This is an optimization exercise on Yosys and OpenROAD, whose aim is small area, not a production implementation. Only simulation tests tie the RTL to the original design; equivalence was not proved. No activity file was given, so power comes from the tool's default toggle rates.

===== constraint.sdc =====
create_clock -name core_clock -period 10.0 [get_ports {sys_clk}]
set_input_delay 2.0000 -clock core_clock [delete_from_list [all_inputs] [get_ports {sys_clk}]]
set_output_delay 2.0000 -clock core_clock [all_outputs]
set_load 0.01 [all_outputs]

===== run.sh =====
#!/bin/bash
# synth_recipe.tcl (not shown) runs the flow's synth.tcl, then flattens the netlist and writes it again
# the make line also repeats each setting of config.mk as NAME=value (left out here)
make -C /OpenROAD-flow-scripts/flow DESIGN_CONFIG=/design/flow/config.mk WORK_HOME=/design/flow/orfs CLKGATE_MAP_FILE= SYNTH_SCRIPT=/design/flow/synth_recipe.tcl finish

===== design.v =====
module led_7_segment(
    input [3:0] b,
    output [6:0] led
);
    assign led[0] = ~((b[1]) | (b[2] & b[0]) | (~b[2] & ~b[0]) | (b[3]));
    assign led[1] = ~((~b[1] & ~b[0]) | (b[1] & b[0]) | (~b[2]));
    assign led[2] = (~b[2] & b[1] & ~b[0]);
    assign led[3] = (~b[3] & ~b[2] & ~b[1] & b[0]) | (b[2] & ~b[1] & ~b[0]) | (b[2] & b[1] & b[0]);
    assign led[4] = (b[0]) | (b[2] & ~b[1]);
    assign led[5] = (~b[3] & ~b[2] & b[0]) | (~b[2] & b[1]) | (b[1] & b[0]);
    assign led[6] = (b[2] & b[1] & b[0]) | (~b[3] & ~b[2] & ~b[1]);
endmodule
module led_7_segment_b(
    input [3:0] b,
    output [6:0] led
);
    assign led[0] = ~((b[1]) | (b[2] & b[0]) | (~b[2] & ~b[0]) | (b[3]));
    assign led[1] = ~((~b[1] & ~b[0]) | (b[1] & b[0]) | (~b[2]));
    assign led[2] = (~b[2] & b[1] & ~b[0]);
    assign led[3] = (~b[3] & ~b[2] & ~b[1] & b[0]) | (b[2] & ~b[1] & ~b[0]) | (b[2] & b[1] & b[0]);
    assign led[4] = (b[0]) | (b[2] & ~b[1]);
    assign led[5] = (~b[3] & ~b[2] & b[0]) | (~b[2] & b[1]) | (b[1] & b[0]);
    assign led[6] = (b[2] & b[1] & b[0]) | (~b[3] & ~b[2] & ~b[1]);
endmodule
module led_7_segment_c(
    input [2:0] b,
    output [6:0] led
);
    assign led[0] = (~b[2] & ~b[1] & b[0]) | (b[2] & ~b[0]);
    assign led[1] = (b[2] & b[0]);
    assign led[2] = (b[1] & ~b[0]);
    assign led[3] = (~b[2] & ~b[1] & b[0]) | (b[2] & ~b[0]);
    assign led[4] = (b[0]) | (b[2]);
    assign led[5] = (~b[2] & b[0]) | (b[1]);
    assign led[6] = (~b[2] & ~b[1]);
endmodule
module led_7_segment_d(
    input [2:0] b,
    output [6:0] led
);
    assign led[0] = (~b[2] & ~b[1] & b[0]) | (b[2] & ~b[0]);
    assign led[1] = (b[2] & b[0]);
    assign led[2] = (b[1] & ~b[0]);
    assign led[3] = (~b[2] & ~b[1] & b[0]) | (b[2] & ~b[0]);
    assign led[4] = (b[0]) | (b[2]);
    assign led[5] = (~b[2] & b[0]) | (b[1]);
    assign led[6] = (~b[2] & ~b[1]);
endmodule
module timer_group3_final
(
input wire sys_clk,
input wire set_time_increase,
input wire set_time_decrease,
input wire start,
input wire pause,
input wire reset,
output wire [6:0] min1_led,
output wire [6:0] min0_led,
output wire [6:0] sec1_led,
output wire [6:0] sec0_led,
output wire blink_led
);
function [3:0] decA(input [3:0] x);
    decA = {(x[3] & x[0]) | (~x[3] & ~x[2] & ~x[1] & ~x[0]),
        (x[2] & x[0]) | (x[2] & x[1]) | (x[3] & ~x[0]),
        (x[2] & ~x[1] & ~x[0]) | (x[3] & ~x[0]) | (x[1] & x[0]),
        (~x[0])};
endfunction
function [3:0] decB(input [3:0] x);
    decB = {(x[3] & x[0]) | (~x[3] & ~x[2] & ~x[1] & ~x[0]),
        (x[2] & x[0]) | (x[2] & x[1]) | (x[3] & ~x[0]),
        (x[2] & ~x[1] & ~x[0]) | (x[3] & ~x[0]) | (x[1] & x[0]),
        (~x[0])};
endfunction
function [3:0] incB(input [3:0] x);
    incB = {(x[2] & x[1] & x[0]) | (x[3] & ~x[0]),
        (~x[2] & x[1] & x[0]) | (x[2] & ~x[0]) | (x[2] & ~x[1]),
        (x[1] & ~x[0]) | (~x[3] & ~x[1] & x[0]),
        (~x[0])};
endfunction
function [2:0] decC(input [2:0] x);
    decC = {(x[2] & x[0]) | (~x[2] & ~x[1] & ~x[0]),
        (x[2] & ~x[0]) | (x[1] & x[0]),
        (~x[0])};
endfunction
function [2:0] decD(input [2:0] x);
    decD = {(x[2] & x[0]) | (~x[2] & ~x[1] & ~x[0]),
        (x[2] & ~x[0]) | (x[1] & x[0]),
        (~x[0])};
endfunction
function [2:0] incD(input [2:0] x);
    incD = {(x[2] & ~x[0]) | (x[1] & x[0]),
        (~x[2] & ~x[1] & x[0]) | (x[1] & ~x[0]),
        (~x[0])};
endfunction
function zA(input [3:0] x);
    zA = (~x[3] & ~x[2] & ~x[1] & ~x[0]);
endfunction
function oneA(input [3:0] x);
    oneA = (~x[3] & ~x[2] & ~x[1] & x[0]);
endfunction
function zB(input [3:0] x);
    zB = (~x[3] & ~x[2] & ~x[1] & ~x[0]);
endfunction
function nineB(input [3:0] x);
    nineB = (x[3] & x[0]);
endfunction
function zC(input [2:0] x);
    zC = (~x[2] & ~x[1] & ~x[0]);
endfunction
function zD(input [2:0] x);
    zD = (~x[2] & ~x[1] & ~x[0]);
endfunction
reg [5:0] dv;
wire dv_fb = (~dv[0] & ~dv[1] & ~dv[3] & ~dv[5]) | (~dv[0] & dv[1] & ~dv[3] & ~dv[5]) | (dv[0] & dv[1] & ~dv[3] & ~dv[5]) | (~dv[0] & dv[1] & dv[3] & ~dv[5]) | (dv[0] & dv[1] & dv[3] & ~dv[5]) | (dv[0] & ~dv[1] & ~dv[3] & dv[5]) | (~dv[0] & ~dv[1] & dv[3] & dv[5]) | (dv[0] & ~dv[1] & dv[3] & dv[5]);
wire tick = ~dv[0] & ~dv[1] & dv[2] & dv[4] & ~dv[5];
always @(posedge sys_clk or posedge reset)
    if (reset) dv <= 6'd8;
    else dv <= {dv[4:0], dv_fb};
reg [2:0] m1;
reg [3:0] m0;
reg T, a, b, led;
reg [2:0] d3, d1;
reg [3:0] d2, d0;
wire btn  = ~set_time_increase | ~set_time_decrease;
wire go   = start & ~pause;
wire idle = ~T & ~b;
wire [2:0] s3 = idle ? m1 : d3;
wire [3:0] s2 = idle ? m0 : d2;
wire [2:0] s1 = idle ? 3'd0 : d1;
wire [3:0] s0 = idle ? 4'd0 : d0;
wire z0 = zA(s0);
wire z1 = zC(s1);
wire z2 = zB(s2);
wire at_one = zD(s3) & z2 & z1 & oneA(s0);
wire preset_nz = ~zD(m1) | ~zB(m0);
always @(posedge sys_clk or posedge reset)
    if (reset) begin
        m1 <= 3'd0;
        m0 <= 4'd0;
        T <= 1'b0;
        a <= 1'b1;
        b <= 1'b0;
        led <= 1'b0;
    end else if (tick) begin
        led <= T & ~led;
        if (!T) begin
            if (!start) begin
                a <= btn;
                b <= b & ~btn;
                if (!set_time_increase) begin
                    m0 <= incB(m0);
                    if (nineB(m0)) m1 <= incD(m1);
                end else if (!set_time_decrease) begin
                    if (!zB(m0)) m0 <= decB(m0);
                    else if (!zD(m1)) begin
                        m0 <= 4'd9;
                        m1 <= decD(m1);
                    end
                end
            end else if (b) begin
                if (at_one) begin
                    T <= 1'b1;
                    a <= pause;
                    b <= 1'b0;
                end
            end else if (!a && preset_nz)
                b <= 1'b1;
        end else begin
            a <= ~go & ~b;
            b <= b | (go & ~a);
        end
    end
always @(posedge sys_clk)
    if (tick) begin
        if (!T) begin
            if (idle || go) begin
                d0 <= decA(s0);
                d1 <= z0 ? decC(s1) : s1;
                d2 <= (z0 & z1) ? decB(s2) : s2;
                d3 <= (z0 & z1 & z2) ? decD(s3) : s3;
            end
        end else if (go)
            d0 <= a ? decA(d0) : 4'd0;
    end
led_7_segment_d leg1_min (.b(s3), .led(min1_led));
led_7_segment_b leg0_min (.b(s2), .led(min0_led));
led_7_segment_c leg1_sec (.b(s1), .led(sec1_led));
led_7_segment   leg0_sec (.b(s0), .led(sec0_led));
assign blink_led = led;
endmodule

===== config.mk =====
export PLATFORM = sky130hd
export DESIGN_NAME = timer_group3_final
export DESIGN_NICKNAME = timer_group3_final
export VERILOG_FILES = /design/flow/design.v
export SDC_FILE = /design/flow/constraint.sdc
export NUM_CORES = 4
export LEC_CHECK = 0
export ABC_AREA = 1
export CAP_MARGIN = 20
export CORE_MARGIN = 2
export CORE_UTILIZATION = 40
export SLEW_MARGIN = 20

==> flow_summary.json <==
{
  "outcome": "timing/DRC/antenna clean",
  "drive_above_1_share_pct": 12.7,
  "cts_resized": 0,
  "drv_cap": 0,
  "antenna_found_initial": 0,
  "slew_headroom_pct": 58.7,
  "p_clk_share_pct": 44.3,
  "worstSetupEndpointType": "output port",
  "synth-seq-area-share_pct": 39.6,
  "crit_path_start": "T$_DFFE_PP0P_",
  "synth_top_cell_by_area": "edfxtp_1",
  "rsz0062_at_grt": "false",
  "p_per_area_nw_per_um2": 97.8,
  "nets": 323,
  "maxSlewViolCount": 0,
  "r2r_slack_ps": 7970,
  "synthCells": 278,
  "startpoint_type": "register",
  "fin_crit_ps": 4480,
  "cts_sinks": 31,
  "power_frac_comb_pct": 3.8,
  "syn_avg_cell_area_um2": 7.71,
  "placed_cells": 378,
  "critical_path_class": "reg2out",
  "regToRegEndpoint": "d2[3]$_DFFE_PP_",
  "cts_tree": "yes",
  "synth_top_area_share_pct": 19.6,
  "first_pass_iters": 4,
  "finalWorstSetupSlack_ps": 5520,
  "dieArea_um2": 5960,
  "yosys_register_bits": 31,
  "syn_nets": 286,
  "htreeDepth": 2,
  "setup_tns_ps": 0,
  "io_pins": 35,
  "p_seq_share_pct": 51.9,
  "synth_area_um2": 2140,
  "final_common_cell": "nand2_1",
  "grt_max_degree": 18,
  "hold_ws_ps": 393,
  "ys_top_cells_by_area": "edfxtp_1 20%, dfrtp_1 18%, nand2_1 9.5%",
  "setup_violations": 0,
  "die_h_um": 77.2,
  "n_fill_cell": 529,
  "hold_violations": 0,
  "cts_buffer_depth": 2,
  "p_sw_share_pct": 22.1,
  "timing.fmax_mhz": 223,
  "layout_common_cells": "54 x nand2_1, 43 x inv_1, 34 x clkdlybuf4s50_1",
  "p_int_mw": 0.201,
  "finalWeightedCongestion": 0.855,
  "finalClockSkew_ps": 6.38,
  "initial_core_util_pct": 41.7,
  "grt_util_all_layers_pct": 17.0,
  "n_antenna_cell": 0,
  "endpoint": "min0_led[1]",
  "row_count": 26,
  "synthToLayoutAreaGrowth_pct": 23.0,
  "p_leak_nw": 1.21,
  "clock_latency_ps": 290,
  "drtAntennaViolNets": 0,
  "postCtsSetupRepairBufs": 0,
  "cts_root_buffer": "clkbuf_8",
  "finish.utilization_pct": 51.3,
  "initialDrtViolationCount": 79,
  "portBuffers": 34,
  "hp-class": "reg2reg",
  "grt_overflow": 0,
  "grt_pass1_wl_um": 8210,
  "cts_made_buffers": 5,
  "fin_crit_sh_pct": 44.8,
  "wirelength_um": 4710,
  "post-dp-hpwl_um": 3610,
  "vias": 1920,
  "die_w_um": 77.2,
  "worst_pin_slew_ps": 618,
  "ys_warn_count": 1,
  "ys_types": 37,
  "cts.clk_slew.worst_paths_ps": 70,
  "ir_worst_vdd_uv": 59.5,
  "core_um2": 5140,
  "power_switching_mw": 0.0569,
  "r2r_cells": 8,
  "grt_pass1_vias": 1820,
  "r2r_start": "T$_DFFE_PP0P_",
  "viasPerCell": 4.97,
  "pre_cts_ws_ps": 5840,
  "routedWlPerCell_um": 12.2,
  "cts_hold_buf": 0,
  "crit_path_max_fanout": 16,
  "drcViolationCount": 0,
  "crit_arrival_ps": 2480,
  "required_ps": 8000,
  "fin_cells": 386
}
[metrics by stage]
stage | power [mW] | cell area [µm²]
3_3_place_gp | 0.146 | 2530
5_1_grt | 0.270 | 2640
6_report | 0.258 | 2640
3_5_place_dp | 0.146 | 2530
4_1_cts | 0.262 | 2640
2_1_floorplan | 0.142 | 2140
[power groups by stage]
stage	sequential, mW	clock (mW)	combinational (mW)
after detailed placement	0.137	0	0.00991
after floorplan	0.136	0	0.00592
after global placement	0.136	0	0.00991
after global routing	0.134	0.124	0.0114
final	0.134	0.114	0.00984
after CTS	0.134	0.118	0.00997
[layer usage]
layer	track usage (%)	wire length, µm	vias up
met5	0	0	-
met4	8.21	115	0
met3	2.24	184	9
met2	27.5	2170	52
met1	22.4	2240	874
li1	-	-	985
[cell families (layout without fill, tap and decap cells)]
family                   Yosys count  in the layout  synth area share, %
AND/OR/NAND/NOR                  131            131                 31.1
AO/OA/AOI/OAI                     57             57                 15.3
buffers and inverters             51             89                 10.4
flip-flops                        31             31                 39.6
XOR/XNOR                           6              6                 2.45
adder cells (fa/ha/maj)            2              2                 1.17
[synthesized netlist by cell type (all sizes together)]
library cell,n
nor3,7
nand3,14
o31ai,1
o22ai,3
o21bai,1
a211oi,3
o21a,1
a32oi,1
edfxtp,14
a41oi,1
inv,46
buf,5
ha,2
xor2,6
o211ai,2
nor2,40
o21ai,29
a31oi,6
nand4,1
a21oi,9
dfrtp,15
dfstp,2
nor3b,1
nand2,68
[cell type report]
type	instances	area (µm²)	area share, %
multi-input combinational	196	1070	40.6
sequential	31	848	32.1
timing repair buffer	35	348	13.2
inverter	46	175	6.64
clock buffer	6	93.8	3.56
tap	70	87.6	3.32
clock inverter	2	13.8	0.522
[worst min-delay path by stage]
stage,startpoint,to,slack (ps),cells after the start
floorplan,dv[4]$_DFF_PP0_,dv[5]$_DFF_PP0_,350,0
global placement,dv[2]$_DFF_PP0_,dv[3]$_DFF_PP1_,370,0
detailed placement,dv[2]$_DFF_PP0_,dv[3]$_DFF_PP1_,370,0
CTS,dv[2]$_DFF_PP0_,dv[3]$_DFF_PP1_,390,0
global route,dv[2]$_DFF_PP0_,dv[3]$_DFF_PP1_,400,0
finish,dv[2]$_DFF_PP0_,dv[3]$_DFF_PP1_,390,0
[worst max-delay path, stage by stage, from the launching register on]
cell and delay, ps:
dfrtp_1 490, nor2_4 360, nand2_1 160, nand2_4 130, inv_1 100, ha_1 280, inv_1 30, nor2_1 90
clkdlybuf4s50_1 540

==> separate check: timing with driven ports <==
The results above use ideal ports. As a check the final layout listed here was re-extracted and re-timed, cells and wires unchanged.
Step 1: set_driving_cell puts a clkbuf_16 on sys_clk and a buf_2 on each other input, an assumption about the parent block.
Step 2 times the ports against the registers' clock, not the clock port: input delays grow and output delays shrink by t, the midpoint of the rising clock arrivals with the driver on.
a / b / c = ideal ports / drivers / drivers and shift; a / b = the first two.
t (ns): 0.313
slack for setup (ns): 5.520 / 5.493 / 5.806
clock arrival spread, ns: 0.007 / 0.006
slew at the worst register clock pin (ns): 0.07 / 0.07
cell pins on the clock port's net: 1
After both steps this run still meets setup and hold. For this run, drivers alone change the setup slack by -0.027 ns; drivers and shift together by +0.286 ns.
